Background: an optimization exercise with open tools, aiming at small area, a short achievable clock period and few clock cycles per item. Do not read the settings as production practice.
The RTL was checked by simulation tests, not by an equivalence proof against the original design.
Power is estimated from default activity; no workload was simulated.

===== run.sh =====
#!/bin/bash
# synth_recipe.tcl (not shown) runs the flow's synth.tcl, then flattens the netlist and writes it again
# the make line also repeats each setting of config.mk as NAME=value (left out here)
make -C /OpenROAD-flow-scripts/flow DESIGN_CONFIG=/design/flow/config.mk WORK_HOME=/design/flow/orfs CLKGATE_MAP_FILE= SYNTH_SCRIPT=/design/flow/synth_recipe.tcl finish

===== constraint.sdc =====
create_clock -name core_clock -period 5.0 [get_ports {clk}]
set_input_delay 1.0000 -clock core_clock [delete_from_list [all_inputs] [get_ports {clk}]]
set_output_delay 1.0000 -clock core_clock [all_outputs]
set_load 0.01 [all_outputs]

===== design.v =====
module fifo__ #(
    parameter D_WIDTH = 31,
    parameter BUFF_WIDTH = 4,
    parameter WRITE_SIGNAL = 0
) (
    input clk,
    input reset,
    input clear,
    input write,
    input push,
    input pop,
    input [D_WIDTH-1: 0] d,
    output [D_WIDTH-1: 0] q,
    output wire empty,
    output wire full
);
    reg [D_WIDTH-1: 0] data[(1 << BUFF_WIDTH) - 1: 0];
    reg [BUFF_WIDTH-1:0] head, tail;
    wire [BUFF_WIDTH-1:0] head_next, tail_next;
    assign head_next = head + 1'b1,
            tail_next = tail + 1'b1;
    assign full = (head_next == tail)? 1'b1: 1'b0;
    assign empty = (head == tail)? 1'b1: 1'b0;
    assign q = data[tail];
    always @(posedge clk or posedge reset) begin
        if (reset) begin
            tail <= 0;
            head <= 0;
        end else if (clear) begin
            tail <= 0;
            head <= 0;
        end else begin
            if (pop & ~empty) begin
                tail <= tail_next;
            end
            if (push & ~full) begin
                head <= head_next;
            end
        end
    end
    always @(posedge clk) begin
        if (~clear & push & ~full) begin
            data[head] <= d;
        end
    end
    generate
        if (WRITE_SIGNAL) begin
            always @(posedge clk) begin
                if (~clear & write & ~push) begin
                    data[head] <= d;
                end
            end
        end
    endgenerate
endmodule
module add__ (
    input clk,
    input reset,
    input clear,
    input clk_en,
    input [31:0] a,
    input [31:0] b,
    output reg [31:0] q,
    input start,
    output reg done
);
    always @(posedge clk or posedge reset) begin
        if (reset) begin
            q <= 0;
            done <= 1'b0;
        end else if (clear) begin
            q <= 0;
            done <= 1'b0;
        end else if (clk_en) begin
            q <= a + b;
            done <= start;
        end
    end
endmodule
module matrix_add# (
    parameter FIFO_WIDTH = 4,
    parameter N_OFFSET = 0
) (
    input [31:0] dataa,
    input [31:0] datab,
    output [31:0] result,
    input clk,
    input clk_en,
    input start,
    input reset,
    output done,
    input [7:0] n
);
    localparam MATRIX_ADD_NEXT = N_OFFSET + 0,
                MATRIX_ADD_GET = N_OFFSET + 1,
                MATRIX_ADD_RESET = N_OFFSET + 2;   
    wire add_en, add_done;
    reg add_start;
    reg [31:0] add_a, add_b;
    wire [31:0] add_result;
    wire pop;
    wire [31:0] pop_result;
    wire fifo_empty, fifo_full;
    wire done_get_add_result;
    wire get_add_result_req;
    wire sreset;
    assign sreset = (start && (n == MATRIX_ADD_RESET));
    assign get_add_result_req = (start && (n == MATRIX_ADD_GET))? 1'b1: 1'b0;
    assign done = (start &&
                ((n == MATRIX_ADD_NEXT) ||
                (n == MATRIX_ADD_RESET)))? 1'b1:
                done_get_add_result;
    add__ add_inst(
        clk, reset, sreset, add_en,
        add_a, add_b, add_result,
        add_start, add_done 
    );
    wire un_used_fifo_write;
    assign un_used_fifo_write = 1'b0;
    fifo__#(32, FIFO_WIDTH, 0) fifo_inst(
        clk, reset, sreset,
        un_used_fifo_write,
        add_done, pop,
        add_result,
        pop_result,
        fifo_empty,
        fifo_full
    );
    assign add_en = 1'b1;
    localparam STATE_IDLE = 3'b1,
                STATE_WAIT = 3'b10,
                STATE_GET_RESULT = 3'b100;
    reg [2:0] state;
    assign {pop, done_get_add_result} = (state == STATE_GET_RESULT)? 2'b11: 2'b00;
    assign result = pop_result;
    always @(posedge clk or posedge reset) begin
        if (reset) begin
            add_a <= 0;
            add_b <= 0;
            add_start <= 1'b0;
            state <= STATE_IDLE;
        end else begin
            if (start && (n == MATRIX_ADD_NEXT)) begin
                add_a <= dataa;
                add_b <= datab;
                add_start <= 1'b1;
            end else begin
                add_start <= 1'b0;
            end
            case (state)
                STATE_GET_RESULT: begin
                    if (get_add_result_req) begin
                        state <= STATE_WAIT;
                    end else begin
                        state <= STATE_IDLE;
                    end
                end
                STATE_WAIT: begin
                    if (~fifo_empty) begin
                        state <= STATE_GET_RESULT;
                    end
                end
                default: begin
                    if (get_add_result_req) begin
                        if (fifo_empty) begin
                            state <= STATE_WAIT;
                        end else begin
                            state <= STATE_GET_RESULT;
                        end
                    end
                end
            endcase
        end
    end
endmodule

===== config.mk =====
export PLATFORM = sky130hd
export DESIGN_NAME = matrix_add
export DESIGN_NICKNAME = matrix_add
export VERILOG_FILES = /design/flow/design.v
export SDC_FILE = /design/flow/constraint.sdc
export NUM_CORES = 4
export LEC_CHECK = 0
export CAP_MARGIN = 20
export CORE_MARGIN = 2
export CORE_UTILIZATION = 40
export SLEW_MARGIN = 20

==> run notes <==
H-tree depth=2; Mean Syn Cell Area=about 20 um2; post-DR vias/cell=between 5 and 6; ranking of synthesized cells by area=edfxtp_1 (61%), mux4_2 (14%), dfrtp_1 (11%); Fill cells=5,162; die area=65,000 um2; commonest non-fill, non-tap cell in the layout=edfxtp_1; ys flop type=edfxtp_1; Hold Vio Cnt, Final=0; Syn. warnings=3; status=finished clean; Skew-Pair Late Insertion Delay=0.61 ns; fmax=0.231 GHz; most frequent cells in the layout=edfxtp_1 (512), mux4_2 (160), clkdlybuf4s50_1 (107); Initial DRC Count=just over 900; Clock Tree Root=clkbuf_16; CP Max Fanout=19; RR Startpoint=fifo_inst.tail[0]; Hold EP=add_inst.done; Max stage delay on crit path=0.71 ns; initial antenna violation count=0; minimum clock period=4.33 ns; Post-CTS Resized=0; clock buffer depth=3; Startpoint Class=register; relative slew slack=0.399; Max IR drop VDD=256 uV; setup TNS=0 ns; vias in the first global route=13,000; critical path data arrival time=3.33 ns; # IOs=~110; CP cell instances=buf_4 -> mux4_2 -> mux4_2 -> clkdlybuf4s50_1; final routed DRC violation total=0; reg2reg end=fifo_inst.data[10][0]; Initial Utilization=0.406; syn_nets=approximately 1,400; Pwr per Cell Area=437 nW/um2; largest net degree at the start of global routing=77; TritonCTS clock tree=yes; Buffers & Inverters on Critical Path=2; Detail Route Antenna Nets=0; Max Slew Vio Count=0; CTS buffer count=between 60 and 70; Final Skew=0.0177 ns; clock transition at the registers of the reported paths=0.06 ns; hold depth=1; hold_sp=add_start; measured slew at the worst slew-check pin=0.899 ns; R2R Setup Slk=1.56 ns; dominant cell type by area after synthesis=edfxtp_1; sequential area share after synthesis=0.719; via count of the routed design=12,200; Crit path top cell by count=mux4_2; total global routing overflow=0; Layout Area Growth over Synthesis=17.0%; number of antenna diodes=0; share of the synthesized area in the top cell type=0.611; Routed WL=roughly 54,000 um; CP delay by family, top=multiplexers; fraction of layout cells with a size suffix above 1=0.242; post-synthesis cell type count=61; WP data required=4.00 ns; setup repair after global routing missed its margin=false; EDFF count, synth=roughly 500; die width=255 um; WL per Instance=around 23 um; Hold WC Path Type=register to register; input/output buffers=107; Syn Std Cell Area=25,200 um2; CP Class=register to output pin; detailed placer's ending HPWL=31,700 um; synthesis-stage register bit count=621; leak pwr=10.4 nW; Layout Nets=1,527; R2R depth=7; Post-Syn Instances=1,278; Rows=91; gpl congestion=~0.86; Post-CTS Hold Buffers=0; 1st-pass router iterations=5; GR Util All Layers=0.171; Die H=255 um; Worst Setup End Kind=output pin; Slowest-stage cell, CP=dfrtp_4; fraction of registers with async set/reset=0.176; post-route clock period utilization=0.866; clock sinks=621; Final Setup Violations=0; Core ar.=between 60,000 and 70,000 um2; first-pass GRT wire length=just over 80,000 um; setup bufs post-CTS=0; Design Power=0.0129 W; Max-cap violations=0
## report_power, final
group	switching [W]	internal, W
clock	0.00188	0.00260
sequential	0.000251	0.00576
combinational	0.00102	0.00138
## registers in the layout, summed over array words and instances (netlist names)
signal,cells
add_a,32
fifo_inst.data,512
fifo_inst.tail,4
state,3
add_inst.done,1
add_inst.q,32
fifo_inst.head,4
add_b,32
add_start,1
## final cells by class
class	instances	area, um2	area share
sequential	621	18100	0.615
clock buffer	94	1820	0.0619
timing repair buffer	139	1500	0.0509
inverter	8	32.5	0.00110
tap	837	1050	0.0356
clock inverter	19	168	0.00569
multi-input combinational	583	6770	0.230
## Yosys cell counts, drive strengths merged, types with 2 or more instances
cell type and instances:
mux2 62, nand2 43, a211oi 2, a21boi 2, a21o 8, mux4 160, clkbuf 20, o2111ai 4
mux2i 3, inv 8, xnor2 17, o21ai 22, nand3b 2, ha 36, o21bai 2, o31ai 2
dfrtp 108, o21a 6, and3 3, a21oi 39, o211ai 3, nor2 67, o22ai 2, a31oi 6
buf 46, edfxtp 512, xor2 18, nand2b 11, nor2b 6, nand4 13, nor3 13, and2 6
nand3 9
## layer usage
metal / vias up / global-route usage / part of all wire / wire (um)
met5: - / 0 / 0 / 0
met4: 0 / 0.0369 / 0.018 / 954
met3: 72 / 0.0303 / 0.046 / 2480
met2: 270 / 0.286 / 0.50 / 26600
met1: 6465 / 0.235 / 0.44 / 23700
li1: 5431 / - / - / -
## logic make-up (layout without fill, tap and decap cells)
group	count (synthesis)	in the layout	synth area share
flops	621	621	0.719
mux	225	225	0.172
simple gates	179	179	0.0336
compound gates	107	107	0.0274
buf+inv	74	260	0.0169
fa+ha+maj	37	37	0.0187
xor+xnor	35	35	0.0122
## per-stage QoR
step / hold WS, ns / utilization / instance area [um2] / cells / worst slack (ns)
after detailed placement: 0.439 / 0.443 / 27500 / 2188 / 1.15
after CTS: 0.453 / 0.475 / 29400 / 2301 / 0.552
after global placement: 0.439 / 0.443 / 27500 / 2188 / 1.15
after floorplan: 0.428 / - / 25200 / 1278 / 0.587
after global routing: 0.482 / 0.475 / 29400 / 2301 / 0.505
final: 0.453 / 0.475 / 29400 / 2301 / 0.668
## how the worst max path moves through the flow
stage                                 to  cells past startpoint  slack [ns]               from
detailed placement  fifo_inst.data[8][6]                      9        1.15              start
global route                   result[0]                      4        0.51  fifo_inst.tail[0]
floorplan           fifo_inst.data[0][0]                      6        0.59              start
CTS                            result[0]                      4        0.55  fifo_inst.tail[0]
finish                         result[0]                      4        0.67  fifo_inst.tail[0]
global placement    fifo_inst.data[8][6]                      9        1.15              start
Testbench counts, summed over its fixed seeds: cycles 3,442, items 968.

==> port drivers added, routing unchanged <==
How much do the figures lean on ideal ports? The routed layout below was timed once more, with nothing changed but the port constraints. Step 1, drivers: a clkbuf_16 drives clk and a buf_2 each remaining input, both assumed. Step 2 adds t to the input delays and takes it off the output delays; t is the mean of the earliest and latest rising clock arrival at the registers after step 1. Input paths then give back, and output paths get back, about the clock's delay inside the block. Slacks: no drivers / after step 1 / after step 2; pairs: no drivers / after step 1.
t (ns): 0.661
setup slack, ns: 0.668 / 0.611 / 1.172
hold WS [ns]: 0.453 / 0.453 / 0.453
worst setup path at the end: input to output
clock arrival spread, ns: 0.019 / 0.019
After both steps this run still meets setup and hold. The setup slack of this run moves by -0.057 ns with the drivers and by +0.504 ns with both steps.
